What follows belongs to an exercise in optimizing a design on an open flow for small area; a production flow would make more cautious choices.
The RTL was checked by simulation tests, not by an equivalence proof against the original design.
Power and IR drop assume default switching activity.

## run.sh

```bash
#!/bin/bash
# synth_recipe.tcl (not shown) runs the flow's synth.tcl, then flattens the netlist and writes it again
# the make line also repeats each setting of config.mk as NAME=value (left out here)
make -C /OpenROAD-flow-scripts/flow DESIGN_CONFIG=/design/flow/config.mk WORK_HOME=/design/flow/orfs CLKGATE_MAP_FILE= SYNTH_SCRIPT=/design/flow/synth_recipe.tcl finish
```

## config.mk

```make
export PLATFORM = sky130hd
export DESIGN_NAME = dsp
export DESIGN_NICKNAME = dsp
export VERILOG_FILES = /design/flow/design.v
export SDC_FILE = /design/flow/constraint.sdc
export NUM_CORES = 4
export LEC_CHECK = 0
export CAP_MARGIN = 20
export CORE_MARGIN = 2
export CORE_UTILIZATION = 40
export SLEW_MARGIN = 20
```

## constraint.sdc

```tcl
create_clock -name core_clock -period 12.0 [get_ports {clk}]
set_input_delay 2.4000 -clock core_clock [delete_from_list [all_inputs] [get_ports {clk}]]
set_output_delay 2.4000 -clock core_clock [all_outputs]
set_load 0.01 [all_outputs]
```

## design.v

```verilog
`timescale 1ns/1ps
module control
  #(
    parameter N = 4
  )
  (
    output  o_valid,
    input   i_rst  ,
    input   clk
  );
  localparam NB_COUNTER = $clog2(N);
  reg  [NB_COUNTER-1:0] counter;
  reg                   inter_valid;
  always @(posedge clk) begin
    if (i_rst) begin
      counter     <= {NB_COUNTER{1'b0}};
      inter_valid <= 1'b0;
    end
    else begin
      counter     <= (counter == (N-1)) ? {NB_COUNTER{1'b0}} : counter + 1'b1;
      inter_valid <= (counter == (N-1));
    end
  end
  assign o_valid = inter_valid;
endmodule
`timescale 1ns/1ps
module prbs9
  #(
    parameter SEED = 9'h1AA
  )
  (
    output  o_data_I ,
    output  o_data_Q ,
    input   i_valid  ,
    input   i_en     ,
    input   i_rst    ,
    input   clk
  );
  reg [8:0] register;
  always @(posedge clk) begin
    if (i_rst)
      register <= SEED;
    else if (i_en && i_valid)
      register <= {register[7:0], register[8]^register[4]};
  end
  assign o_data_I = register[8];
  assign o_data_Q = register[5] ^ register[6];
endmodule
`timescale 1ns/1ps
module poly_fir_filter
  (
    output [7:0] o_data_I,
    output [7:0] o_data_Q,
    input        i_data_I,
    input        i_data_Q,
    input        i_en    ,
    input        i_valid ,
    input        i_rst   ,
    input        clk
  );
  reg [1:0] counter;
  reg [5:1] reg_I;
  reg [5:1] reg_Q;
  always @(posedge clk) begin
    if (i_rst)
      counter <= 2'b00;
    else if (i_en && (counter != 2'b00 || i_valid))
      counter <= counter + 1'b1;
  end
  always @(posedge clk) begin
    if (i_rst) begin
      reg_I <= 5'b0;
      reg_Q <= 5'b0;
    end
    else if (counter == 2'b11 && i_en) begin
      reg_I <= {reg_I[4:1], i_data_I};
      reg_Q <= {reg_Q[4:1], i_data_Q};
    end
  end
  fir_phase u_I (.o_data(o_data_I), .i_bits({reg_I, i_data_I}), .i_phase(counter));
  fir_phase u_Q (.o_data(o_data_Q), .i_bits({reg_Q, i_data_Q}), .i_phase(counter));
endmodule
module fir_phase
  (
    output [7:0] o_data ,
    input  [5:0] i_bits ,  
    input  [1:0] i_phase
  );
  wire signed [7:0] coeff [23:0];
  assign coeff [0] = 8'b0000_0000; assign coeff [1] = 8'b0000_0010;
  assign coeff [2] = 8'b0000_0010; assign coeff [3] = 8'b0000_0000;
  assign coeff [4] = 8'b1111_1000; assign coeff [5] = 8'b1111_0000;
  assign coeff [6] = 8'b1111_0000; assign coeff [7] = 8'b1111_1111;
  assign coeff [8] = 8'b0010_0001; assign coeff [9] = 8'b0100_1100;
  assign coeff[10] = 8'b0111_0001; assign coeff[11] = 8'b0111_1111;
  assign coeff[12] = 8'b0111_0001; assign coeff[13] = 8'b0100_1100;
  assign coeff[14] = 8'b0010_0001; assign coeff[15] = 8'b0000_0000;
  assign coeff[16] = 8'b1111_0000; assign coeff[17] = 8'b1111_0000;
  assign coeff[18] = 8'b1111_1000; assign coeff[19] = 8'b1111_1111;
  assign coeff[20] = 8'b0000_0010; assign coeff[21] = 8'b0000_0010;
  assign coeff[22] = 8'b0000_0000; assign coeff[23] = 8'b0000_0000;
  reg signed [12:0] sum;
  integer k;
  always @(*) begin
    sum = 13'sd0;
    for (k = 0; k < 6; k = k + 1)
      sum = sum + (i_bits[k] ? -coeff[i_phase + 4*k] : coeff[i_phase + 4*k]);
  end
  assign o_data = (~|sum[12:7] || &sum[12:7]) ? sum[7:0] :
                  (sum[12] ? 8'h80 : 8'h7F);
endmodule
`timescale 1ns/1ps
module BER
  (
    output        o_ber_zero   ,  
    output [63:0] o_ber_samp   ,  
    output [63:0] o_ber_error_I,  
    output [63:0] o_ber_error_Q,  
    input         i_sign_I     ,  
    input         i_sign_Q     ,  
    input         i_en         ,
    input         i_valid      ,
    input   [1:0] i_phase_sel  ,
    input         i_rst        ,
    input         clk
  );
  localparam [8:0] SEED = 9'h1AA;
  localparam [1:0] RESET_MODE = 2'b00;
  localparam [1:0] SYNCH_MODE = 2'b01;
  localparam [1:0] COUNT_MODE = 2'b10;
  localparam [1:0] STOP_MODE  = 2'b11;
  function [8:0] adv;
    input [8:0] x;
    adv = {x[7:0], x[8] ^ x[4]};
  endfunction
  reg  [1:0] state;
  reg  [1:0] phase_cnt;
  reg  [3:0] ph_I, ph_Q;
  reg  [8:0] prbs_st;          
  reg  [8:0] dly_st;           
  reg  [8:0] min_st_I, min_st_Q;  
  reg  [8:0] min_err_I, min_err_Q;
  reg        shifted;          
  reg        first_blk;        
  reg        zero_I, zero_Q;   
  reg        ber_zero;
  reg [63:0] samp_cnt, err_I, err_Q;
  wire adv_e  = i_en & i_valid;
  wire s_rst  = (state == RESET_MODE);
  wire s_sync = (state == SYNCH_MODE);
  wire s_cnt  = (state == COUNT_MODE);
  wire clr    = i_rst | s_rst;
  wire blk    = &samp_cnt[8:1];             
  wire last   = (dly_st == adv(prbs_st));   
  wire blk_end = s_sync & adv_e & blk;
  wire slice_I = ph_I[i_phase_sel];
  wire slice_Q = ph_Q[i_phase_sel];
  wire [8:0] d_st  = state[1] ? min_st_I : dly_st;
  wire [8:0] dq_st = state[1] ? min_st_Q : dly_st;
  wire dly_I = shifted & (d_st[0]  ^ d_st[5]);
  wire dly_Q = shifted & (dq_st[6] ^ dq_st[7]);
  wire e_I = dly_I ^ slice_I;
  wire e_Q = dly_Q ^ slice_Q;
  wire [8:0] prbs_nx = i_rst ? SEED : (adv_e ? adv(prbs_st) : prbs_st);
  always @(posedge clk) begin
    if (i_rst) begin
      phase_cnt <= 2'b00;
      ph_I <= 4'b0;
      ph_Q <= 4'b0;
    end
    else if (i_en) begin
      phase_cnt <= phase_cnt + 1'b1;
      ph_I[phase_cnt] <= i_sign_I;
      ph_Q[phase_cnt] <= i_sign_Q;
    end
  end
  always @(posedge clk) begin
    if (i_rst)
      state <= RESET_MODE;
    else case (state)
      RESET_MODE: if (i_en) state <= SYNCH_MODE;
      SYNCH_MODE: if (adv_e & blk & last) state <= COUNT_MODE;
      COUNT_MODE: if (!i_en) state <= STOP_MODE;
      default:    if (i_en) state <= RESET_MODE;
    endcase
  end
  always @(posedge clk) begin
    prbs_st <= prbs_nx;
    if (clr)
      dly_st <= prbs_nx;
    else if (adv_e & ~blk)
      dly_st <= adv(dly_st);
    if (i_rst)
      shifted <= 1'b0;
    else if (adv_e)
      shifted <= 1'b1;
    if (clr)
      first_blk <= 1'b1;
    else if (blk_end)
      first_blk <= 1'b0;
  end
  wire lt_I = err_I[8:0] < min_err_I;
  wire gt_I = err_I[8:0] > min_err_I;
  wire lt_Q = err_Q[8:0] < min_err_Q;
  wire gt_Q = err_Q[8:0] > min_err_Q;
  wire upd_I = first_blk | lt_I;
  wire upd_Q = first_blk | lt_Q;
  wire ld_I  = last ? ~gt_I : upd_I;
  wire ld_Q  = last ? ~gt_Q : upd_Q;
  always @(posedge clk) begin
    if (blk_end & upd_I) min_err_I <= err_I[8:0];
    if (blk_end & upd_Q) min_err_Q <= err_Q[8:0];
    if (blk_end & ld_I)  min_st_I <= adv(dly_st);
    else if (adv_e)      min_st_I <= adv(min_st_I);
    if (blk_end & ld_Q)  min_st_Q <= adv(dly_st);
    else if (adv_e)      min_st_Q <= adv(min_st_Q);
  end
  wire run = adv_e & (s_sync | s_cnt);
  always @(posedge clk) begin
    if (clr)
      samp_cnt <= 64'd0;
    else if (blk_end)
      samp_cnt <= 64'd0;
    else if (run & ~&samp_cnt)
      samp_cnt <= samp_cnt + 1'b1;
    if (clr)
      err_I <= 64'd0;
    else if (blk_end)
      err_I <= 64'd0;
    else if (run & ~&err_I)
      err_I <= err_I + e_I;
    if (clr)
      err_Q <= 64'd0;
    else if (blk_end)
      err_Q <= 64'd0;
    else if (run & ~&err_Q)
      err_Q <= err_Q + e_Q;
    if (clr | blk_end)
      zero_I <= 1'b1;
    else if (run & e_I)
      zero_I <= 1'b0;
    if (clr | blk_end)
      zero_Q <= 1'b1;
    else if (run & e_Q)
      zero_Q <= 1'b0;
    if (i_rst)
      ber_zero <= 1'b0;
    else
      ber_zero <= i_en & zero_I & zero_Q;
  end
  assign o_ber_zero    = ber_zero;
  assign o_ber_samp    = samp_cnt;
  assign o_ber_error_I = err_I;
  assign o_ber_error_Q = err_Q;
endmodule
`timescale 1ns/1ps
module dsp
  (
    output [15:0] o_filter_data,  
    output  [3:0] o_led        ,  
    output [63:0] o_ber_samp_I ,
    output [63:0] o_ber_samp_Q ,
    output [63:0] o_ber_error_I,
    output [63:0] o_ber_error_Q,
    input   [3:0] i_sw         ,  
    input         i_rstn       ,
    input         clk
  );
  wire        reset = ~i_rstn;
  wire        valid;
  wire        tx_I, tx_Q;
  wire  [7:0] fir_I, fir_Q;
  wire        ber_zero;
  wire [63:0] samp;
  assign o_filter_data = {fir_I, fir_Q};
  assign o_led         = {ber_zero, i_sw[1], i_sw[0], reset};
  assign o_ber_samp_I  = samp;
  assign o_ber_samp_Q  = samp;
  control #(.N(4)) u_control (.o_valid(valid), .i_rst(reset), .clk(clk));
  prbs9 #(.SEED(9'h1AA)) u_prbs9_tx
    (.o_data_I(tx_I), .o_data_Q(tx_Q), .i_valid(valid), .i_en(i_sw[0]), .i_rst(reset), .clk(clk));
  poly_fir_filter u_RC_Tx
    (.o_data_I(fir_I), .o_data_Q(fir_Q), .i_data_I(tx_I), .i_data_Q(tx_Q),
     .i_en(i_sw[0]), .i_valid(valid), .i_rst(reset), .clk(clk));
  BER u_BER
    (.o_ber_zero(ber_zero), .o_ber_samp(samp), .o_ber_error_I(o_ber_error_I), .o_ber_error_Q(o_ber_error_Q),
     .i_sign_I(fir_I[7]), .i_sign_Q(fir_Q[7]), .i_en(i_sw[1]), .i_valid(valid),
     .i_phase_sel(i_sw[3:2]), .i_rst(reset), .clk(clk));
endmodule
```

==> reports/results.ini <==
[outcome]
outcome = complete, no violations

[critical_path]
startpoint_type = flop
cp-end-kind = output pin
critPathCapture = o_filter_data[4]
cp.arrival_ns = 7.62
timing.rr.end = u_BER.ph_I[1]
r2r_start = u_RC_Tx.counter[0]
cp_max_fo = 13
startpoint = u_RC_Tx.counter[0]
cp.required_ns = 9.60
ff2ff_path_depth = 22
crit_type = flop to output pin
r2r_slack_ns = 5.66

[finish]
fin_util_pct = 49.6
antenna_cells = 0
area_growth_syn_to_layout_pct = 22.5
layout-drive-gt1-share_pct = 4.74
final_cells = 2872
nNetsFinal = 2396

[die]
chipHeight_um = 215
initial_core_util_pct = 40.4
die-width_um = 215
rows = 77
coreArea_um2 = 44200
die-area_um2 = 46400
io_pins = 282

[synth]
synth.avg_cell_area_um2 = 8.66
synth_edf_count = 45
synth_most_common_cell = dfxtp_1
netlist_area_um2 = 17900
synth-seq-cells = 287
yosys-top-cells-count = 242 x dfxtp_1, 240 x nor2_1, 187 x nand2_1, 182 x inv_1, 137 x xnor2_1
synth_cells = 2066
synthArstFlopShare_pct = 0
ys_warn_count = 5
ys_seq_area_share_pct = 34.6
synth.distinct_cells = 72
yosys-top-cells-area = dfxtp_1 27%, fa_1 8.1%, edfxtp_1 7.6%
yosys.area.top_type = dfxtp_1
synth.top_cell.area_share_pct = 27.1
syn-num-nets = 2207
synth_flop_cell = dfxtp_1

[routing]
final_antenna_net_count = 0
routed-via-count = 14900
vias_per_cell = 5.19
drt_first_pass_iters = 5
wl_mm = 47.6
wl_per_cell_um = 16.6
drc = 0
drt-initial-drc-count = 769

[global_routing]
grt_pass1_wl_mm = 76.3
grt_pass1_vias = 14300
grt_max_degree = 89
grt_antenna_before_repair = 0
track_usage_pct = 19.9
grt_overflow_total = 0

[timing]
min_period_over_period_pct = 83.5
fmax_mhz = 99.8
slew_headroom_pct = 26.0
drv_slew = 0
worst_pin_slew_ns = 1.11
min_period_ns = 10.02
setup_viol = 0
fin_setup_tns_ns = 0
finClkSkew_ns = 0.0277
rsz0062_at_grt = false
hold_violations = 0
timing.hold.ws_ns = 0.437

[power_and_ir_drop]
vdd_drop_max_v = 0.000212
cellPowerDensity_nw_per_um2 = 141
p_leak_nw = 7.49

[worst_hold_path]
hold-path-cell-count = 1
hold_path.class = flop to flop
hp-start = u_control.counter[0]

[clock_tree]
htreeDepth = 2
cts_tree = yes
cts-resized-gates = 0
clock-sinks = 287
post_cts_buffers = 0
clock_latency_ns = 0.52
cts_buffer_depth = 3
cts_root_buf = clkbuf_16
path_clk_slew_ns = 0.06
cts-buffers-inserted = 34
hold_buffers = 0

[placement]
gp_congestion = 0.882
io_buffers = 281
numPlacedInstances = 2811
dpl.hpwl_mm = 35.1

[job]
maxCapViolCount = 0

==> cells in the final DEF (no fill, tap or decap), types with 17 or more instances in the layout <==
cell,count
nor4_1,45
mux2_2,20
ha_1,63
fa_1,72
inv_1,182
dfxtp_1,242
and4_1,19
o21ai_0,62
and3_1,23
clkbuf_16,35
a21oi_1,74
nor2_1,240
edfxtp_1,45
nor3_1,70
xnor2_1,137
xor2_1,76
clkdlybuf4s50_1,281
or3_1,36
nand3_1,76
nand2_1,186
mux2i_1,17
nand4_1,65
==> sequential cells by signal, summed over array words and instances, names as in the netlist, 9 cells and up <==
signal	count
u_BER.min_err_Q	9
u_BER.min_err_I	9
u_BER.err_I	64
u_BER.prbs_st	9
u_BER.min_st_I	9
u_BER.min_st_Q	9
u_BER.err_Q	64
u_BER.samp_cnt	64
u_BER.dly_st	9
u_prbs9_tx.register	9
==> cell families (layout without fill, tap and decap cells) <==
| family | Yosys count | count (layout) | share of synthesized area, % |
|---|---|---|---|
| and+or+nand+nor | 834 | 834 | 23.2 |
| buffers and inverters | 321 | 535 | 8.25 |
| adders and majority gates | 139 | 139 | 12.7 |
| xor gates and xnor gates | 213 | 213 | 10.4 |
| AOI/OAI and AO/OA | 233 | 233 | 8.33 |
| DFF | 287 | 287 | 34.6 |
| muxes | 39 | 39 | 2.46 |
==> area by class of cell <==
type | instances | area, um2
Clock inverter | 15 | 228
Clock buffer | 46 | 947
Fill cell | 4208 | 22300
Tap cell | 592 | 741
Inverter | 182 | 683
Multi-Input combinational cell | 1458 | 10200
Timing Repair Buffer | 292 | 2900
Sequential cell | 287 | 6200
==> worst min path at each step <==
stage	endpoint
6_report	u_control.counter[0]
2_1_floorplan	u_control.counter[0]
3_5_place_dp	u_control.counter[0]
4_1_cts	u_control.counter[0]
5_1_grt	u_BER.zero_I
3_3_place_gp	u_control.counter[0]
==> worst max-delay path: stages (launching register included) <==
cell and delay [ns]:
dfxtp_1 0.41, inv_1 0.19, ha_1 0.41, nor2_1 0.29
nand2_1 0.25, o21ai_0 0.50, inv_1 0.22, fa_1 0.52
inv_1 0.05, fa_1 0.47, inv_1 0.06, fa_1 0.54
inv_1 0.05, ha_1 0.20, inv_1 0.07, fa_1 0.22
nor2b_1 0.07, o31a_1 0.28, o31a_1 0.30, o41ai_2 0.27
xnor2_1 0.31, a41oi_1 0.68, o21a_1 0.22, clkdlybuf4s50_1 0.53
==> through the flow <==
stage          cell area [um2]  total power, mW  setup WS (ns)
2_1_floorplan            17900             1.67           3.74
3_3_place_gp             20700             1.98           2.90
3_5_place_dp             20700             2.01           2.53
4_1_cts                  21900             3.11           1.97
5_1_grt                  21900             3.25           1.41
6_report                 21900             3.08           1.98
==> routing by layer <==
metal | track usage (%) | share of wire, % | vias to the layer above
li1 | - | - | 7348
met1 | 26.2 | 45 | 7202
met2 | 34.0 | 48 | 319
met3 | 3.76 | 5.0 | 49
met4 | 4.41 | 1.6 | 0
met5 | 0 | 0 | -
==> power by group <==
| group | total [mW] | switching (mW) | internal [mW] |
|---|---|---|---|
| clock | 1.09 | 0.410 | 0.683 |
| sequential | 1.03 | 0.0259 | 1.00 |
| combinational | 0.964 | 0.531 | 0.434 |

## static timing again, ports no longer ideal
In the flow no input, the clock included, has a driving cell. The finished layout below was timed again as built, in two steps.
Step 1 (the two cells are an assumption about what drives the block):
set clk [get_ports {clk}]
set_driving_cell -lib_cell sky130_fd_sc_hd__clkbuf_16 $clk
set_driving_cell -lib_cell sky130_fd_sc_hd__buf_2 [delete_from_list [all_inputs] $clk]
Step 2 times the ports against the registers' clock, not the clock port: input delays grow and output delays shrink by t, the midpoint of the rising clock arrivals with the driver on.
a / b / c = ideal / step 1 / step 2; a / b = the first two.
t (ns): 0.563
setup WS [ns]: 1.978 / 1.922 / 2.485
hold slack, ns: 0.437 / 0.437 / 0.437
worst setup path at the end: register to output
clock arrival spread, ns: 0.029 / 0.028
After both steps setup and hold are still met in this run. The setup slack of this run moves by -0.056 ns with the drivers and by +0.507 ns with both steps.
